Context: an optimization exercise on an open-source flow, tuned for small area and a short achievable clock period. The choices shown serve that exercise and are no tape-out recipe.
At most, simulation tests tie the RTL to the original design; equivalence was not proved.
For runs 2 and 3, only the layout was checked, not whether the RTL still works.
No activity file was given, so power comes from the tool's default toggle rates.

## flow/design.v (module list and top-level ports; edited modules follow where they fit)
// module FP32Mul_fa: 4 lines
// module FP32Mul_ha: 4 lines
// module FP32Mul_bsel: 3 lines
// module FP32Mul_add48: 261 lines
// module FP32Mul_shr: 150 lines
// module FP32Mul_lzc: 60 lines
// module FP32Multi: 1394 lines
module FP32Multi
(
    input         clk,
    input         input_valid,
    input [31:0]  x1,
    input [31:0]  x2,
    output [31:0] y,
    output reg    out_valid
);
  // ...
==> flow/flow/run.sh <==
#!/bin/bash
# Layout flow: the standard ORFS flow, with synthesis mapped by the ABC
# script in flow/abc.script (no ABC-side buffering/sizing; OpenROAD sizes
# the gates after placement) at a tighter ABC delay target.
set -euo pipefail
HERE=$(pwd)
ABC_D=${ABC_D:-$(cat flow/abc_d.txt 2>/dev/null || echo 3300)}
{
  cat <<'EOT'
proc abc {args} {
  set new {}
  set skip 0
  foreach a $args {
    if {$skip} { set skip 0; continue }
    if {$a eq "-script"} { lappend new -script $::env(MY_ABC_SCRIPT); set skip 1; continue }
    if {$a eq "-D"} { lappend new -D $::env(MY_ABC_D); set skip 1; continue }
    lappend new $a
  }
  puts "flow abc: $new"
  yosys abc {*}$new
}
EOT
  cat synth_recipe.tcl
} > my_synth.tcl
# optional extra ORFS settings
[ -f flow/env.sh ] && source flow/env.sh
export MY_ABC_SCRIPT=$HERE/flow/abc.script
export MY_ABC_D=$ABC_D
sed "s#SYNTH_SCRIPT=[^ ]*#SYNTH_SCRIPT=$HERE/my_synth.tcl#" standard.sh > my_standard.sh
bash my_standard.sh > flow_make.log 2>&1
==> flow/flow/abc.script <==
&get -n
&st
&dch
&nf -R 1000
&put
topo
stime -c
==> flow/flow/env.sh <==
export BUFFER_PORTS_ARGS="-buffer_cell sky130_fd_sc_hd__buf_1"
==> flow/standard.sh <==
#!/bin/bash
# synth_recipe.tcl (not shown) runs the flow's synth.tcl, then flattens the netlist and writes it again
# the make line also repeats each setting of config.mk as NAME=value (left out here)
make -C /OpenROAD-flow-scripts/flow DESIGN_CONFIG=/design/flow/config.mk WORK_HOME=/design/flow/orfs CLKGATE_MAP_FILE= SYNTH_SCRIPT=/design/flow/synth_recipe.tcl "${@:-finish}"
==> flow/config.mk <==
export PLATFORM = sky130hd
export DESIGN_NAME = FP32Multi
export DESIGN_NICKNAME = FP32Multi
export VERILOG_FILES = /design/flow/design.v
export SDC_FILE = /design/flow/constraint.sdc
export NUM_CORES = 4
export LEC_CHECK = 0
export CAP_MARGIN = 10
export CORE_MARGIN = 2
export CORE_UTILIZATION = 70
export PLACE_DENSITY = 0.8
export SETUP_SLACK_MARGIN = 5
export SLEW_MARGIN = 10
export SYNTH_HIERARCHICAL = 1
export TNS_END_PERCENT = 0
==> flow/constraint.sdc <==
create_clock -name core_clock -period 8.5 [get_ports {clk}]
set_input_delay 1.7000 -clock core_clock [delete_from_list [all_inputs] [get_ports {clk}]]
set_output_delay 1.7000 -clock core_clock [all_outputs]
set_load 0.01 [all_outputs]
==> flow_metrics.tcl, run 1 <==
set metrics [dict create \
    clock_path_buffers 3 \
    antenna_found_initial 4 \
    dp_hpwl_mm 44.4 \
    post_cts_buffers 17 \
    wire_per_inst_um 24.2 \
    multi_input_area_sq_um 17100 \
    status "finished clean" \
    fillCellCount 2101 \
    cp-startpoint "one_1[5]" \
    fin_skew_ps 16.4 \
    pg_clk_mw 1.25 \
    sequentialPowerShare_pct 19.0 \
    cts_tree "done" \
    worstPathArrival_ps 4140 \
    slew_headroom_pct 26.1 \
    ys_async_sr_fraction_pct 0 \
    io_buffers 98 \
    crit_path_frequent_cell "fa_1" \
    cts-buffers-inserted 29 \
    syn_to_final_growth_pct 13.3 \
    p_comb_mw 7.63 \
    fp.coreArea_sq_um 31600 \
    mostFrequentLayoutCell "xnor2_1" \
    setup.worst_path.start_class "register" \
    n_multi_input_combinational_cell 1826 \
    reg2reg_setup_slack_ps 4820 \
    avgSynthCellArea_sq_um 10.3 \
]
==> inputs of run 2 (changes only) <==
--- a/flow/design.v
+++ b/flow/design.v
@@ -491,17 +491,17 @@
     output reg    out_valid
 );
 wire [7:0]  e1 = x1[30:23];
 wire [7:0]  e2 = x2[30:23];
 wire        nz1 = |e1;
 wire        nz2 = |e2;
 wire        inf_0  = (&e1) | (&e2);
 wire        zero_0 = ~(|x1[30:0]) | ~(|x2[30:0]);
-wire [8:0]  esum_0 = {1'b0, e1[7:1], e1[0] | ~nz1} + {1'b0, e2[7:1], e2[0] | ~nz2};
+wire [8:0]  esum_0 = {1'b0, e1} + {1'b0, e2};
 wire [4:0]  lzf1, lzf2;
 FP32Mul_lzc u_lzc1 (.f(x1[22:0]), .lz(lzf1));
 FP32Mul_lzc u_lzc2 (.f(x2[22:0]), .lz(lzf2));
 wire [4:0]  lz_0 = (lzf1 & {5{~nz1}}) | (lzf2 & {5{~nz2}});
 wire [24:0] bm = {nz2, x2[22:0], 1'b0};
 wire [11:0] one_0, two_0, neg_0;
 genvar gi;
 generate for (gi = 0; gi < 12; gi = gi + 1) begin : g_booth
@@ -527,18 +527,17 @@
     zero_1 <= zero_0;
     lz_1  <= lz_0;
     s_1   <= x1[31] ^ x2[31];
     v_1   <= input_valid;
 end
     wire one0 = one_1[0];
     wire two0 = two_1[0];
     wire neg0 = neg_1[0];
-    wire p1;
-    FP32Mul_bsel u_p1 (.one(one0), .two(two0), .neg(neg0), .a1(m1_1[0]), .a0(1'b0), .p(p1));
+    wire p1 = (one0 & m1_1[0]) ^ neg0;
     wire p2;
     FP32Mul_bsel u_p2 (.one(one0), .two(two0), .neg(neg0), .a1(m1_1[1]), .a0(m1_1[0]), .p(p2));
     wire p3;
     FP32Mul_bsel u_p3 (.one(one0), .two(two0), .neg(neg0), .a1(m1_1[2]), .a0(m1_1[1]), .p(p3));
     wire p4;
     FP32Mul_bsel u_p4 (.one(one0), .two(two0), .neg(neg0), .a1(m1_1[3]), .a0(m1_1[2]), .p(p4));
     wire p5;
     FP32Mul_bsel u_p5 (.one(one0), .two(two0), .neg(neg0), .a1(m1_1[4]), .a0(m1_1[3]), .p(p5));
@@ -575,27 +574,25 @@
     wire p21;
     FP32Mul_bsel u_p21 (.one(one0), .two(two0), .neg(neg0), .a1(m1_1[20]), .a0(m1_1[19]), .p(p21));
     wire p22;
     FP32Mul_bsel u_p22 (.one(one0), .two(two0), .neg(neg0), .a1(m1_1[21]), .a0(m1_1[20]), .p(p22));
     wire p23;
     FP32Mul_bsel u_p23 (.one(one0), .two(two0), .neg(neg0), .a1(m1_1[22]), .a0(m1_1[21]), .p(p23));
     wire p24;
     FP32Mul_bsel u_p24 (.one(one0), .two(two0), .neg(neg0), .a1(m1_1[23]), .a0(m1_1[22]), .p(p24));
-    wire p25;
-    FP32Mul_bsel u_p25 (.one(one0), .two(two0), .neg(neg0), .a1(1'b0), .a0(m1_1[23]), .p(p25));
+    wire p25 = (two0 & m1_1[23]) ^ neg0;
     wire p26 = neg0;
     wire p27 = neg0;
     wire p28 = neg0;
     wire p29 = ~neg0;
     wire one1 = one_1[1];
     wire two1 = two_1[1];
     wire neg1 = neg_1[1];
-    wire p30;
-    FP32Mul_bsel u_p30 (.one(one1), .two(two1), .neg(neg1), .a1(m1_1[0]), .a0(1'b0), .p(p30));
+    wire p30 = (one1 & m1_1[0]) ^ neg1;
     wire p31;
     FP32Mul_bsel u_p31 (.one(one1), .two(two1), .neg(neg1), .a1(m1_1[1]), .a0(m1_1[0]), .p(p31));
     wire p32;
     FP32Mul_bsel u_p32 (.one(one1), .two(two1), .neg(neg1), .a1(m1_1[2]), .a0(m1_1[1]), .p(p32));
     wire p33;
     FP32Mul_bsel u_p33 (.one(one1), .two(two1), .neg(neg1), .a1(m1_1[3]), .a0(m1_1[2]), .p(p33));
     wire p34;
     FP32Mul_bsel u_p34 (.one(one1), .two(two1), .neg(neg1), .a1(m1_1[4]), .a0(m1_1[3]), .p(p34));
@@ -632,25 +629,23 @@
     wire p50;
     FP32Mul_bsel u_p50 (.one(one1), .two(two1), .neg(neg1), .a1(m1_1[20]), .a0(m1_1[19]), .p(p50));
     wire p51;
     FP32Mul_bsel u_p51 (.one(one1), .two(two1), .neg(neg1), .a1(m1_1[21]), .a0(m1_1[20]), .p(p51));
     wire p52;
     FP32Mul_bsel u_p52 (.one(one1), .two(two1), .neg(neg1), .a1(m1_1[22]), .a0(m1_1[21]), .p(p52));
     wire p53;
     FP32Mul_bsel u_p53 (.one(one1), .two(two1), .neg(neg1), .a1(m1_1[23]), .a0(m1_1[22]), .p(p53));
-    wire p54;
-    FP32Mul_bsel u_p54 (.one(one1), .two(two1), .neg(neg1), .a1(1'b0), .a0(m1_1[23]), .p(p54));
+    wire p54 = (two1 & m1_1[23]) ^ neg1;
     wire p55 = neg1;
     wire p56 = ~neg1;
     wire one2 = one_1[2];
     wire two2 = two_1[2];
     wire neg2 = neg_1[2];
-    wire p57;
-    FP32Mul_bsel u_p57 (.one(one2), .two(two2), .neg(neg2), .a1(m1_1[0]), .a0(1'b0), .p(p57));
+    wire p57 = (one2 & m1_1[0]) ^ neg2;
     wire p58;
     FP32Mul_bsel u_p58 (.one(one2), .two(two2), .neg(neg2), .a1(m1_1[1]), .a0(m1_1[0]), .p(p58));
     wire p59;
     FP32Mul_bsel u_p59 (.one(one2), .two(two2), .neg(neg2), .a1(m1_1[2]), .a0(m1_1[1]), .p(p59));
     wire p60;
     FP32Mul_bsel u_p60 (.one(one2), .two(two2), .neg(neg2), .a1(m1_1[3]), .a0(m1_1[2]), .p(p60));
     wire p61;
     FP32Mul_bsel u_p61 (.one(one2), .two(two2), .neg(neg2), .a1(m1_1[4]), .a0(m1_1[3]), .p(p61));
@@ -687,25 +682,23 @@
     wire p77;
     FP32Mul_bsel u_p77 (.one(one2), .two(two2), .neg(neg2), .a1(m1_1[20]), .a0(m1_1[19]), .p(p77));
     wire p78;
     FP32Mul_bsel u_p78 (.one(one2), .two(two2), .neg(neg2), .a1(m1_1[21]), .a0(m1_1[20]), .p(p78));
     wire p79;
     FP32Mul_bsel u_p79 (.one(one2), .two(two2), .neg(neg2), .a1(m1_1[22]), .a0(m1_1[21]), .p(p79));
     wire p80;
     FP32Mul_bsel u_p80 (.one(one2), .two(two2), .neg(neg2), .a1(m1_1[23]), .a0(m1_1[22]), .p(p80));
-    wire p81;
-    FP32Mul_bsel u_p81 (.one(one2), .two(two2), .neg(neg2), .a1(1'b0), .a0(m1_1[23]), .p(p81));
+    wire p81 = (two2 & m1_1[23]) ^ neg2;
     wire p82 = neg2;
     wire p83 = ~neg2;
     wire one3 = one_1[3];
     wire two3 = two_1[3];
     wire neg3 = neg_1[3];
-    wire p84;
-    FP32Mul_bsel u_p84 (.one(one3), .two(two3), .neg(neg3), .a1(m1_1[0]), .a0(1'b0), .p(p84));
+    wire p84 = (one3 & m1_1[0]) ^ neg3;
     wire p85;
     FP32Mul_bsel u_p85 (.one(one3), .two(two3), .neg(neg3), .a1(m1_1[1]), .a0(m1_1[0]), .p(p85));
     wire p86;
     FP32Mul_bsel u_p86 (.one(one3), .two(two3), .neg(neg3), .a1(m1_1[2]), .a0(m1_1[1]), .p(p86));
     wire p87;
     FP32Mul_bsel u_p87 (.one(one3), .two(two3), .neg(neg3), .a1(m1_1[3]), .a0(m1_1[2]), .p(p87));
     wire p88;
     FP32Mul_bsel u_p88 (.one(one3), .two(two3), .neg(neg3), .a1(m1_1[4]), .a0(m1_1[3]), .p(p88));
@@ -742,25 +735,23 @@
     wire p104;
     FP32Mul_bsel u_p104 (.one(one3), .two(two3), .neg(neg3), .a1(m1_1[20]), .a0(m1_1[19]), .p(p104));
     wire p105;
     FP32Mul_bsel u_p105 (.one(one3), .two(two3), .neg(neg3), .a1(m1_1[21]), .a0(m1_1[20]), .p(p105));
     wire p106;
     FP32Mul_bsel u_p106 (.one(one3), .two(two3), .neg(neg3), .a1(m1_1[22]), .a0(m1_1[21]), .p(p106));
     wire p107;
     FP32Mul_bsel u_p107 (.one(one3), .two(two3), .neg(neg3), .a1(m1_1[23]), .a0(m1_1[22]), .p(p107));
-    wire p108;
-    FP32Mul_bsel u_p108 (.one(one3), .two(two3), .neg(neg3), .a1(1'b0), .a0(m1_1[23]), .p(p108));
+    wire p108 = (two3 & m1_1[23]) ^ neg3;
     wire p109 = neg3;
     wire p110 = ~neg3;
     wire one4 = one_1[4];
     wire two4 = two_1[4];
     wire neg4 = neg_1[4];
-    wire p111;
-    FP32Mul_bsel u_p111 (.one(one4), .two(two4), .neg(neg4), .a1(m1_1[0]), .a0(1'b0), .p(p111));
+    wire p111 = (one4 & m1_1[0]) ^ neg4;
     wire p112;
     FP32Mul_bsel u_p112 (.one(one4), .two(two4), .neg(neg4), .a1(m1_1[1]), .a0(m1_1[0]), .p(p112));
     wire p113;
     FP32Mul_bsel u_p113 (.one(one4), .two(two4), .neg(neg4), .a1(m1_1[2]), .a0(m1_1[1]), .p(p113));
     wire p114;
     FP32Mul_bsel u_p114 (.one(one4), .two(two4), .neg(neg4), .a1(m1_1[3]), .a0(m1_1[2]), .p(p114));
     wire p115;
     FP32Mul_bsel u_p115 (.one(one4), .two(two4), .neg(neg4), .a1(m1_1[4]), .a0(m1_1[3]), .p(p115));
@@ -797,25 +788,23 @@
     wire p131;
     FP32Mul_bsel u_p131 (.one(one4), .two(two4), .neg(neg4), .a1(m1_1[20]), .a0(m1_1[19]), .p(p131));
     wire p132;
     FP32Mul_bsel u_p132 (.one(one4), .two(two4), .neg(neg4), .a1(m1_1[21]), .a0(m1_1[20]), .p(p132));
     wire p133;
     FP32Mul_bsel u_p133 (.one(one4), .two(two4), .neg(neg4), .a1(m1_1[22]), .a0(m1_1[21]), .p(p133));
     wire p134;
     FP32Mul_bsel u_p134 (.one(one4), .two(two4), .neg(neg4), .a1(m1_1[23]), .a0(m1_1[22]), .p(p134));
-    wire p135;
-    FP32Mul_bsel u_p135 (.one(one4), .two(two4), .neg(neg4), .a1(1'b0), .a0(m1_1[23]), .p(p135));
+    wire p135 = (two4 & m1_1[23]) ^ neg4;
     wire p136 = neg4;
     wire p137 = ~neg4;
     wire one5 = one_1[5];
     wire two5 = two_1[5];
     wire neg5 = neg_1[5];
-    wire p138;
-    FP32Mul_bsel u_p138 (.one(one5), .two(two5), .neg(neg5), .a1(m1_1[0]), .a0(1'b0), .p(p138));
+    wire p138 = (one5 & m1_1[0]) ^ neg5;
     wire p139;
     FP32Mul_bsel u_p139 (.one(one5), .two(two5), .neg(neg5), .a1(m1_1[1]), .a0(m1_1[0]), .p(p139));
     wire p140;
     FP32Mul_bsel u_p140 (.one(one5), .two(two5), .neg(neg5), .a1(m1_1[2]), .a0(m1_1[1]), .p(p140));
     wire p141;
     FP32Mul_bsel u_p141 (.one(one5), .two(two5), .neg(neg5), .a1(m1_1[3]), .a0(m1_1[2]), .p(p141));
     wire p142;
     FP32Mul_bsel u_p142 (.one(one5), .two(two5), .neg(neg5), .a1(m1_1[4]), .a0(m1_1[3]), .p(p142));
@@ -852,25 +841,23 @@
     wire p158;
     FP32Mul_bsel u_p158 (.one(one5), .two(two5), .neg(neg5), .a1(m1_1[20]), .a0(m1_1[19]), .p(p158));
     wire p159;
     FP32Mul_bsel u_p159 (.one(one5), .two(two5), .neg(neg5), .a1(m1_1[21]), .a0(m1_1[20]), .p(p159));
     wire p160;
     FP32Mul_bsel u_p160 (.one(one5), .two(two5), .neg(neg5), .a1(m1_1[22]), .a0(m1_1[21]), .p(p160));
     wire p161;
     FP32Mul_bsel u_p161 (.one(one5), .two(two5), .neg(neg5), .a1(m1_1[23]), .a0(m1_1[22]), .p(p161));
-    wire p162;
-    FP32Mul_bsel u_p162 (.one(one5), .two(two5), .neg(neg5), .a1(1'b0), .a0(m1_1[23]), .p(p162));
+    wire p162 = (two5 & m1_1[23]) ^ neg5;
     wire p163 = neg5;
     wire p164 = ~neg5;
     wire one6 = one_1[6];
     wire two6 = two_1[6];
     wire neg6 = neg_1[6];
-    wire p165;
-    FP32Mul_bsel u_p165 (.one(one6), .two(two6), .neg(neg6), .a1(m1_1[0]), .a0(1'b0), .p(p165));
+    wire p165 = (one6 & m1_1[0]) ^ neg6;
     wire p166;
     FP32Mul_bsel u_p166 (.one(one6), .two(two6), .neg(neg6), .a1(m1_1[1]), .a0(m1_1[0]), .p(p166));
     wire p167;
     FP32Mul_bsel u_p167 (.one(one6), .two(two6), .neg(neg6), .a1(m1_1[2]), .a0(m1_1[1]), .p(p167));
     wire p168;
     FP32Mul_bsel u_p168 (.one(one6), .two(two6), .neg(neg6), .a1(m1_1[3]), .a0(m1_1[2]), .p(p168));
     wire p169;
     FP32Mul_bsel u_p169 (.one(one6), .two(two6), .neg(neg6), .a1(m1_1[4]), .a0(m1_1[3]), .p(p169));
@@ -907,25 +894,23 @@
     wire p185;
     FP32Mul_bsel u_p185 (.one(one6), .two(two6), .neg(neg6), .a1(m1_1[20]), .a0(m1_1[19]), .p(p185));
     wire p186;
     FP32Mul_bsel u_p186 (.one(one6), .two(two6), .neg(neg6), .a1(m1_1[21]), .a0(m1_1[20]), .p(p186));
     wire p187;
     FP32Mul_bsel u_p187 (.one(one6), .two(two6), .neg(neg6), .a1(m1_1[22]), .a0(m1_1[21]), .p(p187));
     wire p188;
     FP32Mul_bsel u_p188 (.one(one6), .two(two6), .neg(neg6), .a1(m1_1[23]), .a0(m1_1[22]), .p(p188));
-    wire p189;
-    FP32Mul_bsel u_p189 (.one(one6), .two(two6), .neg(neg6), .a1(1'b0), .a0(m1_1[23]), .p(p189));
+    wire p189 = (two6 & m1_1[23]) ^ neg6;
     wire p190 = neg6;
     wire p191 = ~neg6;
     wire one7 = one_1[7];
     wire two7 = two_1[7];
     wire neg7 = neg_1[7];
-    wire p192;
-    FP32Mul_bsel u_p192 (.one(one7), .two(two7), .neg(neg7), .a1(m1_1[0]), .a0(1'b0), .p(p192));
+    wire p192 = (one7 & m1_1[0]) ^ neg7;
     wire p193;
     FP32Mul_bsel u_p193 (.one(one7), .two(two7), .neg(neg7), .a1(m1_1[1]), .a0(m1_1[0]), .p(p193));
     wire p194;
     FP32Mul_bsel u_p194 (.one(one7), .two(two7), .neg(neg7), .a1(m1_1[2]), .a0(m1_1[1]), .p(p194));
     wire p195;
     FP32Mul_bsel u_p195 (.one(one7), .two(two7), .neg(neg7), .a1(m1_1[3]), .a0(m1_1[2]), .p(p195));
     wire p196;
     FP32Mul_bsel u_p196 (.one(one7), .two(two7), .neg(neg7), .a1(m1_1[4]), .a0(m1_1[3]), .p(p196));
@@ -962,25 +947,23 @@
     wire p212;
     FP32Mul_bsel u_p212 (.one(one7), .two(two7), .neg(neg7), .a1(m1_1[20]), .a0(m1_1[19]), .p(p212));
     wire p213;
     FP32Mul_bsel u_p213 (.one(one7), .two(two7), .neg(neg7), .a1(m1_1[21]), .a0(m1_1[20]), .p(p213));
     wire p214;
     FP32Mul_bsel u_p214 (.one(one7), .two(two7), .neg(neg7), .a1(m1_1[22]), .a0(m1_1[21]), .p(p214));
     wire p215;
     FP32Mul_bsel u_p215 (.one(one7), .two(two7), .neg(neg7), .a1(m1_1[23]), .a0(m1_1[22]), .p(p215));
-    wire p216;
-    FP32Mul_bsel u_p216 (.one(one7), .two(two7), .neg(neg7), .a1(1'b0), .a0(m1_1[23]), .p(p216));
+    wire p216 = (two7 & m1_1[23]) ^ neg7;
     wire p217 = neg7;
     wire p218 = ~neg7;
     wire one8 = one_1[8];
     wire two8 = two_1[8];
     wire neg8 = neg_1[8];
-    wire p219;
-    FP32Mul_bsel u_p219 (.one(one8), .two(two8), .neg(neg8), .a1(m1_1[0]), .a0(1'b0), .p(p219));
+    wire p219 = (one8 & m1_1[0]) ^ neg8;
     wire p220;
     FP32Mul_bsel u_p220 (.one(one8), .two(two8), .neg(neg8), .a1(m1_1[1]), .a0(m1_1[0]), .p(p220));
     wire p221;
     FP32Mul_bsel u_p221 (.one(one8), .two(two8), .neg(neg8), .a1(m1_1[2]), .a0(m1_1[1]), .p(p221));
     wire p222;
     FP32Mul_bsel u_p222 (.one(one8), .two(two8), .neg(neg8), .a1(m1_1[3]), .a0(m1_1[2]), .p(p222));
     wire p223;
     FP32Mul_bsel u_p223 (.one(one8), .two(two8), .neg(neg8), .a1(m1_1[4]), .a0(m1_1[3]), .p(p223));
@@ -1017,25 +1000,23 @@
     wire p239;
     FP32Mul_bsel u_p239 (.one(one8), .two(two8), .neg(neg8), .a1(m1_1[20]), .a0(m1_1[19]), .p(p239));
     wire p240;
     FP32Mul_bsel u_p240 (.one(one8), .two(two8), .neg(neg8), .a1(m1_1[21]), .a0(m1_1[20]), .p(p240));
     wire p241;
     FP32Mul_bsel u_p241 (.one(one8), .two(two8), .neg(neg8), .a1(m1_1[22]), .a0(m1_1[21]), .p(p241));
     wire p242;
     FP32Mul_bsel u_p242 (.one(one8), .two(two8), .neg(neg8), .a1(m1_1[23]), .a0(m1_1[22]), .p(p242));
-    wire p243;
-    FP32Mul_bsel u_p243 (.one(one8), .two(two8), .neg(neg8), .a1(1'b0), .a0(m1_1[23]), .p(p243));
+    wire p243 = (two8 & m1_1[23]) ^ neg8;
     wire p244 = neg8;
     wire p245 = ~neg8;
     wire one9 = one_1[9];
     wire two9 = two_1[9];
     wire neg9 = neg_1[9];
-    wire p246;
-    FP32Mul_bsel u_p246 (.one(one9), .two(two9), .neg(neg9), .a1(m1_1[0]), .a0(1'b0), .p(p246));
+    wire p246 = (one9 & m1_1[0]) ^ neg9;
     wire p247;
     FP32Mul_bsel u_p247 (.one(one9), .two(two9), .neg(neg9), .a1(m1_1[1]), .a0(m1_1[0]), .p(p247));
     wire p248;
     FP32Mul_bsel u_p248 (.one(one9), .two(two9), .neg(neg9), .a1(m1_1[2]), .a0(m1_1[1]), .p(p248));
     wire p249;
     FP32Mul_bsel u_p249 (.one(one9), .two(two9), .neg(neg9), .a1(m1_1[3]), .a0(m1_1[2]), .p(p249));
     wire p250;
     FP32Mul_bsel u_p250 (.one(one9), .two(two9), .neg(neg9), .a1(m1_1[4]), .a0(m1_1[3]), .p(p250));
@@ -1072,25 +1053,23 @@
     wire p266;
     FP32Mul_bsel u_p266 (.one(one9), .two(two9), .neg(neg9), .a1(m1_1[20]), .a0(m1_1[19]), .p(p266));
     wire p267;
     FP32Mul_bsel u_p267 (.one(one9), .two(two9), .neg(neg9), .a1(m1_1[21]), .a0(m1_1[20]), .p(p267));
     wire p268;
     FP32Mul_bsel u_p268 (.one(one9), .two(two9), .neg(neg9), .a1(m1_1[22]), .a0(m1_1[21]), .p(p268));
     wire p269;
     FP32Mul_bsel u_p269 (.one(one9), .two(two9), .neg(neg9), .a1(m1_1[23]), .a0(m1_1[22]), .p(p269));
-    wire p270;
-    FP32Mul_bsel u_p270 (.one(one9), .two(two9), .neg(neg9), .a1(1'b0), .a0(m1_1[23]), .p(p270));
+    wire p270 = (two9 & m1_1[23]) ^ neg9;
     wire p271 = neg9;
     wire p272 = ~neg9;
     wire one10 = one_1[10];
     wire two10 = two_1[10];
     wire neg10 = neg_1[10];
-    wire p273;
-    FP32Mul_bsel u_p273 (.one(one10), .two(two10), .neg(neg10), .a1(m1_1[0]), .a0(1'b0), .p(p273));
+    wire p273 = (one10 & m1_1[0]) ^ neg10;
     wire p274;
     FP32Mul_bsel u_p274 (.one(one10), .two(two10), .neg(neg10), .a1(m1_1[1]), .a0(m1_1[0]), .p(p274));
     wire p275;
     FP32Mul_bsel u_p275 (.one(one10), .two(two10), .neg(neg10), .a1(m1_1[2]), .a0(m1_1[1]), .p(p275));
     wire p276;
     FP32Mul_bsel u_p276 (.one(one10), .two(two10), .neg(neg10), .a1(m1_1[3]), .a0(m1_1[2]), .p(p276));
     wire p277;
     FP32Mul_bsel u_p277 (.one(one10), .two(two10), .neg(neg10), .a1(m1_1[4]), .a0(m1_1[3]), .p(p277));
@@ -1127,25 +1106,23 @@
     wire p293;
     FP32Mul_bsel u_p293 (.one(one10), .two(two10), .neg(neg10), .a1(m1_1[20]), .a0(m1_1[19]), .p(p293));
     wire p294;
     FP32Mul_bsel u_p294 (.one(one10), .two(two10), .neg(neg10), .a1(m1_1[21]), .a0(m1_1[20]), .p(p294));
     wire p295;
     FP32Mul_bsel u_p295 (.one(one10), .two(two10), .neg(neg10), .a1(m1_1[22]), .a0(m1_1[21]), .p(p295));
     wire p296;
     FP32Mul_bsel u_p296 (.one(one10), .two(two10), .neg(neg10), .a1(m1_1[23]), .a0(m1_1[22]), .p(p296));
-    wire p297;
-    FP32Mul_bsel u_p297 (.one(one10), .two(two10), .neg(neg10), .a1(1'b0), .a0(m1_1[23]), .p(p297));
+    wire p297 = (two10 & m1_1[23]) ^ neg10;
     wire p298 = neg10;
     wire p299 = ~neg10;
     wire one11 = one_1[11];
     wire two11 = two_1[11];
     wire neg11 = neg_1[11];
-    wire p300;
-    FP32Mul_bsel u_p300 (.one(one11), .two(two11), .neg(neg11), .a1(m1_1[0]), .a0(1'b0), .p(p300));
+    wire p300 = (one11 & m1_1[0]) ^ neg11;
     wire p301;
     FP32Mul_bsel u_p301 (.one(one11), .two(two11), .neg(neg11), .a1(m1_1[1]), .a0(m1_1[0]), .p(p301));
     wire p302;
     FP32Mul_bsel u_p302 (.one(one11), .two(two11), .neg(neg11), .a1(m1_1[2]), .a0(m1_1[1]), .p(p302));
     wire p303;
     FP32Mul_bsel u_p303 (.one(one11), .two(two11), .neg(neg11), .a1(m1_1[3]), .a0(m1_1[2]), .p(p303));
     wire p304;
     FP32Mul_bsel u_p304 (.one(one11), .two(two11), .neg(neg11), .a1(m1_1[4]), .a0(m1_1[3]), .p(p304));
@@ -1182,18 +1159,17 @@
     wire p320;
     FP32Mul_bsel u_p320 (.one(one11), .two(two11), .neg(neg11), .a1(m1_1[20]), .a0(m1_1[19]), .p(p320));
     wire p321;
     FP32Mul_bsel u_p321 (.one(one11), .two(two11), .neg(neg11), .a1(m1_1[21]), .a0(m1_1[20]), .p(p321));
     wire p322;
     FP32Mul_bsel u_p322 (.one(one11), .two(two11), .neg(neg11), .a1(m1_1[22]), .a0(m1_1[21]), .p(p322));
     wire p323;
     FP32Mul_bsel u_p323 (.one(one11), .two(two11), .neg(neg11), .a1(m1_1[23]), .a0(m1_1[22]), .p(p323));
-    wire p324;
-    FP32Mul_bsel u_p324 (.one(one11), .two(two11), .neg(neg11), .a1(1'b0), .a0(m1_1[23]), .p(p324));
+    wire p324 = (two11 & m1_1[23]) ^ neg11;
     wire p325 = neg11;
     wire p326 = ~neg11;
     wire p327 = m1_1[0] & top_1;
     wire p328 = m1_1[1] & top_1;
     wire p329 = m1_1[2] & top_1;
     wire p330 = m1_1[3] & top_1;
     wire p331 = m1_1[4] & top_1;
     wire p332 = m1_1[5] & top_1;
@@ -1804,23 +1780,23 @@
     wire s937, c938;
     FP32Mul_fa u_s937 (.a(c764), .b(c846), .c(s847), .s(s937), .co(c938));
     wire s939, c940;
     FP32Mul_fa u_s939 (.a(p324), .b(s849), .c(c848), .s(s939), .co(c940));
     wire s941, c942;
     FP32Mul_fa u_s941 (.a(p326), .b(p350), .c(c850), .s(s941), .co(c942));
     wire [47:0] sa_1 = {c940, c938, c936, c934, c932, c930, c928, c926, c924, c922, c920, c918, c916, c914, c912, c910, c908, c906, c904, c902, c900, c898, c896, c894, c892, c890, c888, c886, c884, c882, c880, c878, c876, c874, c872, c870, c868, c866, c864, c862, c860, c858, c856, c854, c852, p30, p2, p26};
     wire [47:0] sb_1 = {s941, s939, s937, s935, s933, s931, s929, s927, s925, s923, s921, s919, s917, s915, s913, s911, s909, s907, s905, s903, s901, s899, s897, s895, s893, s891, s889, s887, s885, s883, s881, s879, s877, s875, s873, s871, s869, s867, s865, s863, s861, s859, s857, s855, s853, s851, 1'b0, p1};
-wire [8:0]  es_f   = inf_1 ? 9'h1ff : (zero_1 ? 9'h000 : es_1);
+wire [8:0]  es_f   = es_1 + {8'd0, ~m1_1[23] | ~top_1};
 wire [9:0]  d      = {1'b0, es_f} + 10'd64 - {5'b0, lz_1};
-wire        sub_sel = (d <= 10'd191);
+wire        sub_sel = ~inf_1 & (zero_1 | (d <= 10'd191));
 wire [9:0]  shs    = 10'd150 - {1'b0, es_f};
 wire [5:0]  sh     = sub_sel ? ((|shs[9:6]) ? 6'd63 : shs[5:0]) : (6'd23 - {1'b0, lz_1});
-wire        ovf0   = ~sub_sel & (d >= 10'd445);
-wire        ovf1   = ~sub_sel & (d >= 10'd446);
+wire        ovf0   = inf_1 | (~sub_sel & (d >= 10'd445));
+wire        ovf1   = inf_1 | (~sub_sel & (d >= 10'd446));
 wire [7:0]  dm     = d[7:0] - 8'd190;
 wire [7:0]  ex     = sub_sel ? {7'd0, d == 10'd191} : dm;
 reg [47:0] sa_2, sb_2;
 reg [5:0]  sh_2;
 reg [7:0]  ex_2;
 reg        sub_2, ovf0_2, ovf1_2, s_2, v_2;
 always @(posedge clk) begin
     sa_2   <= sa_1;
==> flow/config.mk (replaced) <==
export PLATFORM = sky130hd
export DESIGN_NAME = FP32Multi
export DESIGN_NICKNAME = FP32Multi
export VERILOG_FILES = /design/flow/design.v
export SDC_FILE = /design/flow/constraint.sdc
export NUM_CORES = 4
export LEC_CHECK = 0
export CAP_MARGIN = 20
export CORE_MARGIN = 2
export CORE_UTILIZATION = 60
export PLACE_DENSITY = 0.72
export SETUP_SLACK_MARGIN = 5
export SLEW_MARGIN = 20
export SYNTH_HIERARCHICAL = 1
export TNS_END_PERCENT = 0
==> run 2 against run 1 <==
Compared with the run above:
- worst setup slack improved by 50 ps
- sequential share of layout area shrank 0.40 points
- power rose by 4.3%
- final cell count grew 2.0%
- global-route usage shrank 4.6 points
- critical path type unchanged
- critical endpoint is now sb_2[29]
==> flow_metrics.tcl, run 2 <==
set metrics [dict create \
    syn_area_sq_um 22300 \
    final-instance-count-excl-fill 2873 \
    design_area_sq_um 26000 \
    rows 70 \
    tns_ps 0 \
    status "finished clean" \
    io_buffers 98 \
    dp_hpwl_mm 45.7 \
    synthMostInstantiatedCell "xnor2_1" \
    clockRootBuffer "clkbuf_16" \
    cts_tree "done" \
    slowest_delay_ps 590 \
    grt_pass1_vias 19700 \
    holdCritPathClass "register to register" \
    fp.coreArea_sq_um 36600 \
    final-hold-violation-count 0 \
    yosys.area.top_type "dfxtp_1" \
    drc 0 \
    ys_async_sr_fraction_pct 0 \
    wirelength_mm 70.0 \
    sequentialPowerShare_pct 18.8 \
    worstMarginPinSlew_ps 965 \
    total_power_mw 11.4 \
    rsz0062_at_grt "yes" \
    pwr-share-clk_pct 12.2 \
    p_sw_share_pct 46.6 \
    nets 2836 \
    die-area_sq_um 38800 \
    fin_skew_ps 18.0 \
    required_ps 8940 \
    die_width_um 197 \
    hold_ws_ps 323 \
    grt_usage_pct 36.1 \
    setup.worst_path.start_class "register" \
    diodes 0 \
    largest_register_ffs 48 \
    insertion_delay_ps 590 \
    mostFrequentLayoutCell "xnor2_1" \
    crit_chain "buf_6 > a22oi_1 > xnor2_1 > fa_1 > fa_1 > fa_1 > fa_1 > fa_1" \
    reg_top3 "sa_2 (48), sb_2 (47), y_4 (32)" \
    vias 18800 \
    finalCriticalPeriod_ps 3630 \
    crit_path_frequent_cell "fa_1" \
    drt_iter0_markers 1885 \
    antenna_found_initial 0 \
    p_comb_share_pct 69.0 \
    p_switching_mw 5.33 \
    wire_per_inst_um 24.4 \
    gp_congestion 0.950 \
    syn_inst 2166 \
    h-tree-depth 1 \
    grt-ovfl-total 0 \
    clock_path_buffers 3 \
    first_pass_iters 9 \
    setup_viol 0 \
    yosysTopAreaCellShare_pct 24.1 \
    slowest_stage "fa_1" \
    fmax_ghz 0.276 \
    synth_ff_type "dfxtp_1" \
    min_period_over_period_pct 42.7 \
    cp_max_fo 24 \
    synth-edff-count 0 \
    ant_nets 0 \
    drive_above_1_share_pct 11.2 \
    grt_max_degree 51 \
    cap_viol_max_count 0 \
    slew_headroom_pct 35.4 \
    grt_pass1_wl_mm 108 \
    clk_pin_slew_ps 60 \
    vias_per_cell 6.53 \
    synth_common_cells "344 x xnor2_1, 276 x a22oi_1, 269 x dfxtp_1, 266 x fa_1, 122 x ha_1" \
    start_util_pct 61.0 \
    mostFrequentLayoutCells "337 x xnor2_1, 276 x a22oi_1, 263 x fa_1, 244 x dfxtp_1, 119 x nand2_1" \
    intPower_mw 6.10 \
    seq_area_frac_synth_pct 24.1 \
    synthTopCellsByArea "dfxtp_1 24%, fa_1 24%, xnor2_1 13%, a22oi_1 9.3%, ha_1 6.8%" \
    ys_types 49 \
    io-pin-count 99 \
    power_density_nw_per_um2 440 \
    ys_seq_elements 269 \
    clkSinkCount 269 \
    placedCellCount 2783 \
    yosys_warnings 7 \
    leakagePower_nw 9.80 \
    crit_path_end_kind "register" \
    cts-buffers-inserted 29 \
    syn_to_final_growth_pct 16.4 \
    top_register "sa_2" \
    ir_worst_vdd_mv 0.248 \
    hold_buffers 0 \
    worstPathArrival_ps 4070 \
    placed_area_sq_um 23800 \
    slew_violations 0 \
    avgSynthCellArea_sq_um 10.3 \
    crit_type "register to register" \
    die_y_um 197 \
]
## run 2: cell types whose count changed after synthesis, moves of 5 or more
| cell | delta |
|---|---|
| xor2_1 | +5 |
| nand3_1 | +7 |
| nor2b_1 | -5 |
| a21o_1 | -5 |
| clkinv_1 | -8 |
| nand2_1 | +24 |
| a22oi_1 | -24 |
| o21ai_0 | +7 |
| a21oi_1 | -7 |
## run 2: what timing repair did
item,4_1_cts,5_1_grt
buffers inserted,24,8
gates cloned,4,0
resized for setup,111,92
pin swaps,39,47
endpoints found under the setup margin,87,81
## run 2: kinds of logic after synthesis
kind of cell	after synthesis	synth area share (%)
other cells	1	0.0168
compound gates	562	16.8
mux	64	3.07
flops	269	24.1
buf+inv	87	1.46
simple gates	420	9.20
fa+ha+maj	388	30.7
xor+xnor	375	14.7
## run 2: routing by layer
metal  wire [um]  track usage, %
met3        8590            11.2
met5           0               0
met4        3340            15.0
met1       25700            44.1
met2       32300            59.3
## run 2: through the flow
stage / setup slack, ps / util (%)
finish: 4870 / 71.0
global route: 4770 / 71.0
CTS: 4950 / 69.7
detailed placement: 4220 / 64.9
global placement: 4290 / 64.9
floorplan: 4860 / -
## run 2: layout make-up
cell class	count	area, sq um
clock inverters	18	259
multi-input cells	1813	17300
repair buffers	182	1220
well taps	468	586
inverters	87	330
clock buffers	36	812
flip-flops and latches	269	5460
fillers	2760	10600
## run 2: critical path: cells and delay by family, from the launching register on
kind,cells,cell delay (ps)
flops,1,330
buf+inv,1,290
compound gates,1,170
xor+xnor,1,180
fa+ha+maj,5,2500
## run 2: power by group through the flow
stage / clock network, mW / logic (mW) / registers [mW]
after floorplan: 0 / 4.68 / 2.21
after global placement: 0 / 6.75 / 2.15
after detailed placement: 0 / 6.91 / 2.17
after CTS: 1.41 / 7.41 / 2.14
after global routing: 1.46 / 8.63 / 2.19
final: 1.39 / 7.89 / 2.16
## run 2: modules after synthesis (local to each module, per instance)
module / times used / area, sq um
FP32Mul_fa: 258 / 20.0
FP32Mul_add48: 1 / 1910
FP32Mul_ha: 28 / 12.5
FP32Mul_shr: 1 / 1070
FP32Multi: 1 / 8920
FP32Mul_lzc: 2 / 213
FP32Mul_bsel: 276 / 16.3
## run 2: path summary, 6_finish.rpt
check                               from  endpoint  slack, ps  cells past startpoint
worst max register to register  one_1[3]  sb_2[29]       4870                      8
worst max-delay path            one_1[3]  sb_2[29]       4870                      8
worst min register to register   ex_2[5]   ex_3[5]        320                      0
worst min-delay path             ex_2[5]   ex_3[5]        320                      0
==> inputs of run 3 (changes only) <==
--- a/flow/config.mk
+++ b/flow/config.mk
@@ -8,6 +8,7 @@
 export CAP_MARGIN = 20
 export CORE_MARGIN = 2
 export CORE_UTILIZATION = 60
+export CTS_BUF_LIST = sky130_fd_sc_hd__clkbuf_4 sky130_fd_sc_hd__clkbuf_8
 export PLACE_DENSITY = 0.72
 export SETUP_SLACK_MARGIN = 5
 export SLEW_MARGIN = 20
==> run 3 against run 2 <==
Compared with the run above:
- still clean on timing, DRC and antenna
- flip-flop and latch count is the same
- via count grew 0.98%
- count of clock-buffer cells in the layout grew 27
- power shrank 0.16%
- final cell count grew 1.0%
- maximum frequency grew 0.51%
- sequential share of layout area is essentially flat
- worst setup slack gained 18 ps
- critical path type unchanged
- largest cell class unchanged
- largest power group unchanged
- highest routed layer is now met5
==> flow_metrics.tcl, run 3 <==
set metrics [dict create \
    die_y_um 197 \
    insertion_delay_ps 610 \
    yosys_warnings 7 \
    fp.coreArea_sq_um 36600 \
    slew_headroom_pct 34.0 \
    tns_ps 0 \
    clk_pin_slew_ps 60 \
    synth-edff-count 0 \
    total_power_mw 11.4 \
    h-tree-depth 2 \
    ys_types 49 \
    worstPathArrival_ps 4070 \
    die-area_sq_um 38800 \
    crit_chain "buf_8 > a22oi_1 > xnor2_1 > fa_1 > fa_1 > fa_1 > fa_1 > fa_1" \
    seq_area_frac_synth_pct 24.1 \
    top_register "sa_2" \
    holdCritPathClass "register to register" \
    fin_skew_ps 34.9 \
    synth_common_cells "344 x xnor2_1, 276 x a22oi_1, 269 x dfxtp_1, 266 x fa_1, 122 x ha_1" \
    syn_to_final_growth_pct 16.6 \
    power_density_nw_per_um2 438 \
    final-instance-count-excl-fill 2903 \
    vias 18900 \
    wire_per_inst_um 24.0 \
    die_width_um 197 \
    drt_iter0_markers 1985 \
    crit_path_frequent_cell "fa_1" \
    ir_worst_vdd_mv 0.214 \
    final-hold-violation-count 0 \
    finalCriticalPeriod_ps 3610 \
    cts_tree "done" \
    crit_path_end_kind "register" \
    setup.worst_path.start_class "register" \
    syn_inst 2166 \
    synth_ff_type "dfxtp_1" \
    clkSinkCount 269 \
    start_util_pct 61.0 \
    antenna_found_initial 1 \
    setup_viol 0 \
    leakagePower_nw 9.84 \
    avgSynthCellArea_sq_um 10.3 \
    placedCellCount 2783 \
    grt-ovfl-total 0 \
    yosysTopAreaCellShare_pct 24.1 \
    worstHoldStart "ex_2[5]" \
    yosys.area.top_type "dfxtp_1" \
    required_ps 8960 \
    rsz0062_at_grt "yes" \
    hold_buffers 0 \
    hold_ws_ps 321 \
    largest_register_ffs 48 \
    fillCellCount 2785 \
    nets 2851 \
    drive_above_1_share_pct 12.4 \
    first_pass_iters 6 \
    syn_area_sq_um 22300 \
    reg2reg_from "one_1[3]" \
    slew_violations 0 \
    wirelength_mm 69.8 \
    cp-startpoint "one_1[3]" \
    ys_async_sr_fraction_pct 0 \
    vias_per_cell 6.53 \
    reg_top3 "sa_2 (48), sb_2 (47), y_4 (32)" \
    mostFrequentLayoutCell "xnor2_1" \
    cts-buffers-inserted 46 \
    clockRootBuffer "clkbuf_8" \
    ys_seq_elements 269 \
    grt_max_degree 51 \
    grt_pass1_vias 19800 \
    drc 0 \
    worstMarginPinSlew_ps 986 \
    grt_pass1_wl_mm 107 \
    clock_path_buffers 3 \
    fmax_ghz 0.277 \
    min_period_over_period_pct 42.5 \
    cap_viol_max_count 0 \
    placed_area_sq_um 23800 \
    mostFrequentLayoutCells "337 x xnor2_1, 276 x a22oi_1, 263 x fa_1, 244 x dfxtp_1, 120 x nand2_1" \
    io-pin-count 99 \
    rows 70 \
    cp_max_fo 24 \
    ant_nets 0 \
    synthMostInstantiatedCell "xnor2_1" \
    synthTopCellsByArea "dfxtp_1 24%, fa_1 24%, xnor2_1 13%, a22oi_1 9.3%, ha_1 6.8%" \
    dp_hpwl_mm 45.7 \
    slowest_delay_ps 590 \
    crit_type "register to register" \
    grt_usage_pct 35.9 \
    gp_congestion 0.950 \
    design_area_sq_um 26000 \
    diodes 0 \
    io_buffers 98 \
    slowest_stage "fa_1" \
    status "finished clean" \
]
[run 3: cell count changes in the layout (fill, tap and decap cells not counted), sizes merged]
cell,change
clkbuf,+27
bufinv,+4
clkinvlp,+3
buf,-2
inv,-2
[run 3: cell families after synthesis]
| kind of cell | count (synthesis) | synth area share, % |
|---|---|---|
| XOR/XNOR | 375 | 14.7 |
| AND/OR/NAND/NOR | 420 | 9.20 |
| flip-flops | 269 | 24.1 |
| buffers and inverters | 87 | 1.46 |
| multiplexers | 64 | 3.07 |
| adder cells (fa/ha/maj) | 388 | 30.7 |
| other | 1 | 0.0168 |
| AO/OA/AOI/OAI | 562 | 16.8 |
[run 3: worst paths after layout]
| check | slack [ps] | cells after the start | to |
|---|---|---|---|
| setup reg to reg | 4890 | 8 | sb_2[29] |
| setup / recovery | 4890 | 8 | sb_2[29] |
| hold / removal | 320 | 0 | ex_3[5] |
| hold reg to reg | 320 | 0 | ex_3[5] |
[run 3: per-layer routing]
layer	up-vias	GRT usage, %	part of all wire, %
met1	9188	43.6	37
met3	313	11.1	12
met2	1219	58.4	46
li1	8225	-	-
met5	-	0	0.013
met4	2	17.2	5.2
[run 3: layout make-up]
class	count	area [sq um]	share of cell area [%]
tap	468	586	2.25
clock buffer	63	792	3.04
inverter	87	330	1.27
clock inverter	23	372	1.43
multi-input combinational	1813	17300	66.5
timing repair buffer	180	1200	4.60
sequential	269	5460	21.0
[run 3: worst max-delay path: cells and delay by family, from the launching register on]
family                   cells  cell delay, ps
AO/OA/AOI/OAI                1             170
flip-flops                   1             350
XOR/XNOR                     1             180
adder cells (fa/ha/maj)      5            2490
buffers and inverters        1             260
[run 3: what timing repair did]
action,in CTS,in global routing
setup endpoints to repair,87,78
pin swaps,39,50
endpoints found under the hold margin,0,0
gates resized for setup,113,86
cloned,4,0
buffers inserted,22,8
[run 3: power by group]
part           internal (mW)  leakage (nW)  total, mW  switching [mW]
logic                   3.38          6.98       7.82            4.44
registers               1.85          2.27       2.15           0.301
clock network          0.890         0.594       1.45           0.558
total                   6.12          9.84       11.4            5.30
[run 3: stage by stage]
step	utilization [%]	setup WS (ps)
after CTS	70.0	4950
after global placement	64.9	4290
final	71.1	4890
after global routing	71.1	4760
after detailed placement	64.9	4220
after floorplan	-	4860
[run 3: per-module statistics from Yosys, one instance, submodules excluded]
module,flops+latches,cells,times used
FP32Mul_shr,0,205,1
FP32Mul_bsel,0,2,276
FP32Multi,269,780,1
FP32Mul_ha,0,1,28
FP32Mul_lzc,0,42,2
FP32Mul_fa,0,1,258
FP32Mul_add48,0,259,1

[re-timing with driven ports]
No port has a modelled driver above. Below, the same layouts with a new extraction and two added sets of constraints. Step 1: set_driving_cell puts a clkbuf_16 on clk and a buf_2 on each other input, an assumption about the parent block. Step 2 adds t to the input delays and takes it off the output delays; t is the mean of the earliest and latest rising clock arrival at the registers after step 1. Input paths then give back, and output paths get back, about the clock's delay inside the block. a / b / c = ideal / step 1 / step 2; a / b = the first two.
run | t (ns) | setup WS [ns] | hold slack, ns
run 1 | 0.635 | 4.822 / 4.822 / 4.365 | 0.325 / 0.325 / 0.325
run 2 | 0.637 | 4.872 / 4.872 / 4.761 | 0.323 / 0.323 / 0.323
run 3 | 0.642 | 4.891 / 4.891 / 4.753 | 0.321 / 0.321 / 0.321
After both steps setup and hold are still met in every run listed. The setup slack of run 1, which loses most, moves by 0.000 ns with the drivers and by -0.457 ns with both steps.
